Context: an optimization exercise on an open-source flow, tuned for small area. The choices shown serve that exercise and are no tape-out recipe. At most, simulation tests tie the RTL to the original design; equivalence was not proved. No activity file was given, so power comes from the tool's default toggle rates.

==> flow/design.v (excerpt) <==
module stopwatch(clk, rst, key_reset, key_start_pause, key_display_stop,
 hex0, hex1, hex2, hex3, hex4, hex5, hex6, hex7,
 led0, led1, led2);
	input clk, rst, key_reset, key_start_pause, key_display_stop;
	output [6:0] hex0, hex1, hex2, hex3, hex4, hex5, hex6, hex7;
	output led0, led1, led2;
	reg [3:0] ph;
	wire [3:0] ph_n;
	assign ph_n[0] = (~ph[3] & ph[0]) | (~ph[1] & ph[0]) | (ph[3] & ph[1] & ~ph[0]) | (~ph[2] & ~ph[0]);
	assign ph_n[1] = (ph[0]);
	assign ph_n[2] = (ph[1]);
	assign ph_n[3] = (ph[2]);
	wire smp = (~ph[3] & ~ph[1]);
	wire ph2 = (~ph[3] & ph[2] & ph[0]);
	wire ph3 = (ph[3] & ph[2] & ph[1] & ph[0]);
	always @(posedge clk)
		if (rst) ph <= 4'b1001;
		else ph <= ph_n;
	reg s_s, s_d, s_r;
	reg p_s, p_d, p_r;
	always @(posedge clk)
		if (rst) begin
			s_s <= 1'b0; s_d <= 1'b0; s_r <= 1'b0;
			p_s <= 1'b0; p_d <= 1'b0; p_r <= 1'b0;
		end else if (smp) begin
			s_s <= key_start_pause; s_d <= key_display_stop; s_r <= key_reset;
			p_s <= s_s & ~key_start_pause;
			p_d <= s_d & ~key_display_stop;
			p_r <= s_r & ~key_reset;
		end
	reg frz, run;
	always @(posedge clk)
		if (rst) begin
			frz <= 1'b0; run <= 1'b0;
		end else begin
			if (ph2) frz <= frz ^ p_d;
			if (ph3) run <= run ^ p_s;
		end
	wire clr = ph3 & p_r & ~run;
	reg [1:0] pre;
	wire [1:0] pre_n;
	assign pre_n[0] = (~pre[1] & ~pre[0]);
	assign pre_n[1] = (pre[0]);
	always @(posedge clk)
		if (rst) pre <= 2'b00;
		else if (run) pre <= pre_n;
	wire e0 = run & ((pre[1]));
	wire z = rst | clr;
	wire hold = frz & ~rst;
	reg [3:0] c0, d0;
	wire [3:0] t0, n0;
	wire l0 = (~c0[3] & ~c0[1] & ~c0[0]);
	wire e1 = e0 & l0;
	assign t0[0] = (~c0[3] & c0[0]) | (c0[3] & ~c0[1] & ~c0[0]);
	assign t0[1] = (c0[0]);
	assign t0[2] = (c0[1]);
	assign t0[3] = (c0[2]);
	assign n0 = z ? 4'b1000 : e0 ? t0 : c0;
	always @(posedge clk) c0 <= n0;
	always @(posedge clk) if (!hold) d0 <= n0;
  ...
clock: 10.0 ns
lec_check: 0
abc_area: 1
cap_margin: 20
core_margin: 2
core_utilization: 40
slew_margin: 20
standard.sh (not shown) runs the stock make flow with config.mk's settings and CLKGATE_MAP_FILE= SYNTH_SCRIPT=/design/flow/synth_recipe.tcl, a recipe that flattens the netlist after the stock synthesis.
==> flow/flow/run.sh <==
#!/bin/bash
# Own layout flow: the standard ORFS flow (standard.sh) with these changes
#  - synthesis: the standard flow's synthesis script, but ABC maps for area only (no gate
#    up-sizing or buffering for an assumed load; timing at 10 ns has ample slack)
#    and no half-adder cells are extracted before ABC
#  - port buffers: sky130_fd_sc_hd__buf_1 instead of the resizer's default pick
#  - clock tree: clkbuf_4 buffers and no dummy loads
# Each tool's output goes to the ORFS logs under orfs/logs; make's own output
# goes to flow_make.log.
set -euo pipefail
W=$(pwd)
export BUFFER_PORTS_ARGS="-buffer_cell sky130_fd_sc_hd__buf_1"
export CTS_ARGS="-sink_clustering_enable -repair_clock_nets -buf_list sky130_fd_sc_hd__clkbuf_4 -dont_use_dummy_load -sink_clustering_size 8"
export OWN_ABC_SCRIPT="$W/flow/abc_area_only.script"
export OWN_WORK="$W"
# no half/full adder extraction before ABC: ABC maps that logic as well
export ADDER_MAP_FILE=
sed "s#SYNTH_SCRIPT=[^ ]*#SYNTH_SCRIPT=$W/flow/synth.tcl#" standard.sh > own_standard.sh
grep -q "SYNTH_SCRIPT=$W/flow/synth.tcl" own_standard.sh
bash own_standard.sh > flow_make.log 2>&1
==> flow/flow/abc_area_only.script <==
strash
dch -f
map -a
topo
==> flow/flow/synth.tcl <==
# The standard flow's synthesis script (synth_recipe.tcl), with ABC's script replaced.
proc abc {args} {
  set i [lsearch -exact $args -script]
  if { $i >= 0 } {
    lset args [expr { $i + 1 }] $::env(OWN_ABC_SCRIPT)
  }
  yosys abc {*}$args
}
source $::env(OWN_WORK)/synth_recipe.tcl
The starting point completed with no timing, DRC or antenna violations.
Next try:
==> flow/flow/abc_area_only.script (replaced) <==
strash
dch -f
amap
topo
The changed run finished clean.
Total power decreases by 0.45%.
Die area fell by 2.0%.
Final area went down by about 1.5%.
Via count drops by about 3.5%.
Global-route usage climbs by 0.27 points.
Wire length barely changes.
Worst hold slack improved by 0.0032 ns.
Area after synthesis fell by about 2%.
Clock skew barely changes.


The RTL this note starts from:
==> flow/design.v <==
module stopwatch(clk, rst, key_reset, key_start_pause, key_display_stop,
 hex0, hex1, hex2, hex3, hex4, hex5, hex6, hex7,
 led0, led1, led2);
	input clk, rst, key_reset, key_start_pause, key_display_stop;
	output [6:0] hex0, hex1, hex2, hex3, hex4, hex5, hex6, hex7;
	output led0, led1, led2;
	reg [3:0] ph;
	wire smp = (ph == 4'd10);
	wire apl = (ph == 4'd2);
	always @(posedge clk)
		if (rst) ph <= 0;
		else ph <= smp ? 4'd1 : ph + 4'd1;
	reg s_s, s_d, s_r;
	reg p_s, p_d, p_r;
	always @(posedge clk)
		if (rst) begin
			s_s <= 0; s_d <= 0; s_r <= 0;
			p_s <= 0; p_d <= 0; p_r <= 0;
		end else if (smp) begin
			s_s <= key_start_pause; s_d <= key_display_stop; s_r <= key_reset;
			p_s <= s_s & ~key_start_pause;
			p_d <= s_d & ~key_display_stop;
			p_r <= s_r & ~key_reset;
		end
	reg run, frz;
	always @(posedge clk)
		if (rst) begin
			run <= 0; frz <= 0;
		end else if (apl) begin
			run <= run ^ p_s;
			frz <= frz ^ p_d;
		end
	wire clr = apl & p_r & ~run;
	reg [1:0] pre;
	always @(posedge clk)
		if (rst) pre <= 0;
		else if (run) pre <= (pre == 2'd2) ? 2'd0 : pre + 2'd1;
	reg [3:0] c0, c1, c2, c4, c6;
	reg [2:0] c3, c5, c7;
	wire e0 = run & (pre == 2'd2);
	wire e1 = e0 & (c0 == 4'd9);
	wire e2 = e1 & (c1 == 4'd9);
	wire e3 = e2 & (c2 == 4'd9);
	wire e4 = e3 & (c3 == 3'd5);
	wire e5 = e4 & (c4 == 4'd9);
	wire e6 = e5 & (c5 == 3'd5);
	wire e7 = e6 & (c6 == 4'd9);
	always @(posedge clk)
		if (rst | clr) begin
			c0 <= 0; c1 <= 0; c2 <= 0; c3 <= 0; c4 <= 0; c5 <= 0; c6 <= 0; c7 <= 0;
		end else begin
			if (e0) c0 <= (c0 == 4'd9) ? 4'd0 : c0 + 4'd1;
			if (e1) c1 <= (c1 == 4'd9) ? 4'd0 : c1 + 4'd1;
			if (e2) c2 <= (c2 == 4'd9) ? 4'd0 : c2 + 4'd1;
			if (e3) c3 <= (c3 == 3'd5) ? 3'd0 : c3 + 3'd1;
			if (e4) c4 <= (c4 == 4'd9) ? 4'd0 : c4 + 4'd1;
			if (e5) c5 <= (c5 == 3'd5) ? 3'd0 : c5 + 3'd1;
			if (e6) c6 <= (c6 == 4'd9) ? 4'd0 : c6 + 4'd1;
			if (e7) c7 <= (c7 == 3'd5) ? 3'd0 : c7 + 3'd1;
		end
	reg [3:0] d0, d1, d2, d4, d6;
	reg [2:0] d3, d5, d7;
	always @(posedge clk)
		if (rst) begin
			d0 <= 0; d1 <= 0; d2 <= 0; d3 <= 0; d4 <= 0; d5 <= 0; d6 <= 0; d7 <= 0;
		end else if (!frz) begin
			d0 <= c0; d1 <= c1; d2 <= c2; d3 <= c3; d4 <= c4; d5 <= c5; d6 <= c6; d7 <= c7;
		end
	sevenseg u0(d0, hex0);
	sevenseg u1(d1, hex1);
	sevenseg u2(d2, hex2);
	sevenseg u3({1'b0, d3}, hex3);
	sevenseg u4(d4, hex4);
	sevenseg u5({1'b0, d5}, hex5);
	sevenseg u6(d6, hex6);
	sevenseg u7({1'b0, d7}, hex7);
	assign led0 = ~key_display_stop;
	assign led1 = ~key_start_pause;
	assign led2 = ~key_reset;
endmodule
module sevenseg(data, ledsegments);
	input [3:0] data;
	output [6:0] ledsegments;
	wire A = data[3], B = data[2], C = data[1], D = data[0];
	assign ledsegments[0] = ~(A | C | (B & D) | (~B & ~D));
	assign ledsegments[1] = ~(~B | (~C & ~D) | (C & D));
	assign ledsegments[2] = ~(B | ~C | D);
	assign ledsegments[3] = ~(A | (~B & ~D) | (~B & C) | (C & ~D) | (B & ~C & D));
	assign ledsegments[4] = ~((~B & ~D) | (C & ~D));
	assign ledsegments[5] = ~(A | (~C & ~D) | (B & ~C) | (B & ~D));
	assign ledsegments[6] = ~(A | (~B & C) | (B & ~C) | (C & ~D));
endmodule
make LEC_CHECK=0 ABC_AREA=1 CAP_MARGIN=20 CORE_MARGIN=2 CORE_UTILIZATION=40 SLEW_MARGIN=20 finish   # period 10.0 ns
run.sh (not shown) runs the stock make flow with config.mk's settings and CLKGATE_MAP_FILE= SYNTH_SCRIPT=/design/flow/synth_recipe.tcl, a recipe that flattens the netlist after the stock synthesis.
Stock flow here: none of the scripts above is used.
The starting point went through all stages and came out clean.
Then changed:
==> flow/flow/run.sh (new file) <==
#!/bin/bash
# Standard ORFS layout with smaller port buffers and a small-buffer clock tree.
set -euo pipefail
export BUFFER_PORTS_ARGS="-buffer_cell sky130_fd_sc_hd__buf_1"
export CTS_ARGS="-sink_clustering_enable -repair_clock_nets -buf_list sky130_fd_sc_hd__clkbuf_4 -dont_use_dummy_load"
bash standard.sh > make_flow.log 2>&1
==> flow/standard.sh (new file) <==
#!/bin/bash
# synth_recipe.tcl (not shown) runs the flow's synth.tcl, then flattens the netlist and writes it again
# the make line also repeats each setting of config.mk as NAME=value (left out here)
make -C /OpenROAD-flow-scripts/flow DESIGN_CONFIG=/design/flow/config.mk WORK_HOME=/design/flow/orfs CLKGATE_MAP_FILE= SYNTH_SCRIPT=/design/flow/synth_recipe.tcl "${@:-finish}"
removed: flow/run.sh
What happened:
- die area is unchanged
- setup slack improved by 0.72 ns
- wire length drops by 0.73%
- via count came out higher by about 0.8%
- final area drops by about 11%
- sequential cell count is unchanged
No run of this note included a check of the RTL's function; only the layout flow was run.

[separate check: timing with driven ports]
Ports are ideal in the flow. The routed layouts listed here were re-timed in OpenROAD. Step 1 assumes that a clkbuf_16 drives the clock port and a buf_2 every other input. Step 2 times the ports against the registers' clock, not the clock port: input delays grow and output delays shrink by t, the midpoint of the rising clock arrivals with the driver on. a / b / c = no drivers / after step 1 / after step 2; a / b = the first two.
run | shift t [ns] | setup WS [ns] | clock arrival spread, ns | worst data-port slew with drivers (ns) | pins driven straight from the clock port
the first run of note 1 | 0.421 | 5.088 / 5.088 / 5.088 | 0.029 / 0.029 | 0.03 | 1
the second run of note 1 | 0.403 | 3.245 / 3.245 / 3.245 | 0.027 / 0.027 | 0.03 | 1
the first run of note 2 | 0.351 | 4.979 / 4.955 / 4.955 | 0.013 / 0.012 | 0.03 | 1
the second run of note 2 | 0.417 | 5.696 / 5.677 / 5.621 | 0.036 / 0.035 | 0.03 | 1
After both steps setup and hold are still met in every run listed. For the second run of note 2, which loses most, drivers alone change the setup slack by -0.019 ns; drivers and shift together by -0.075 ns.
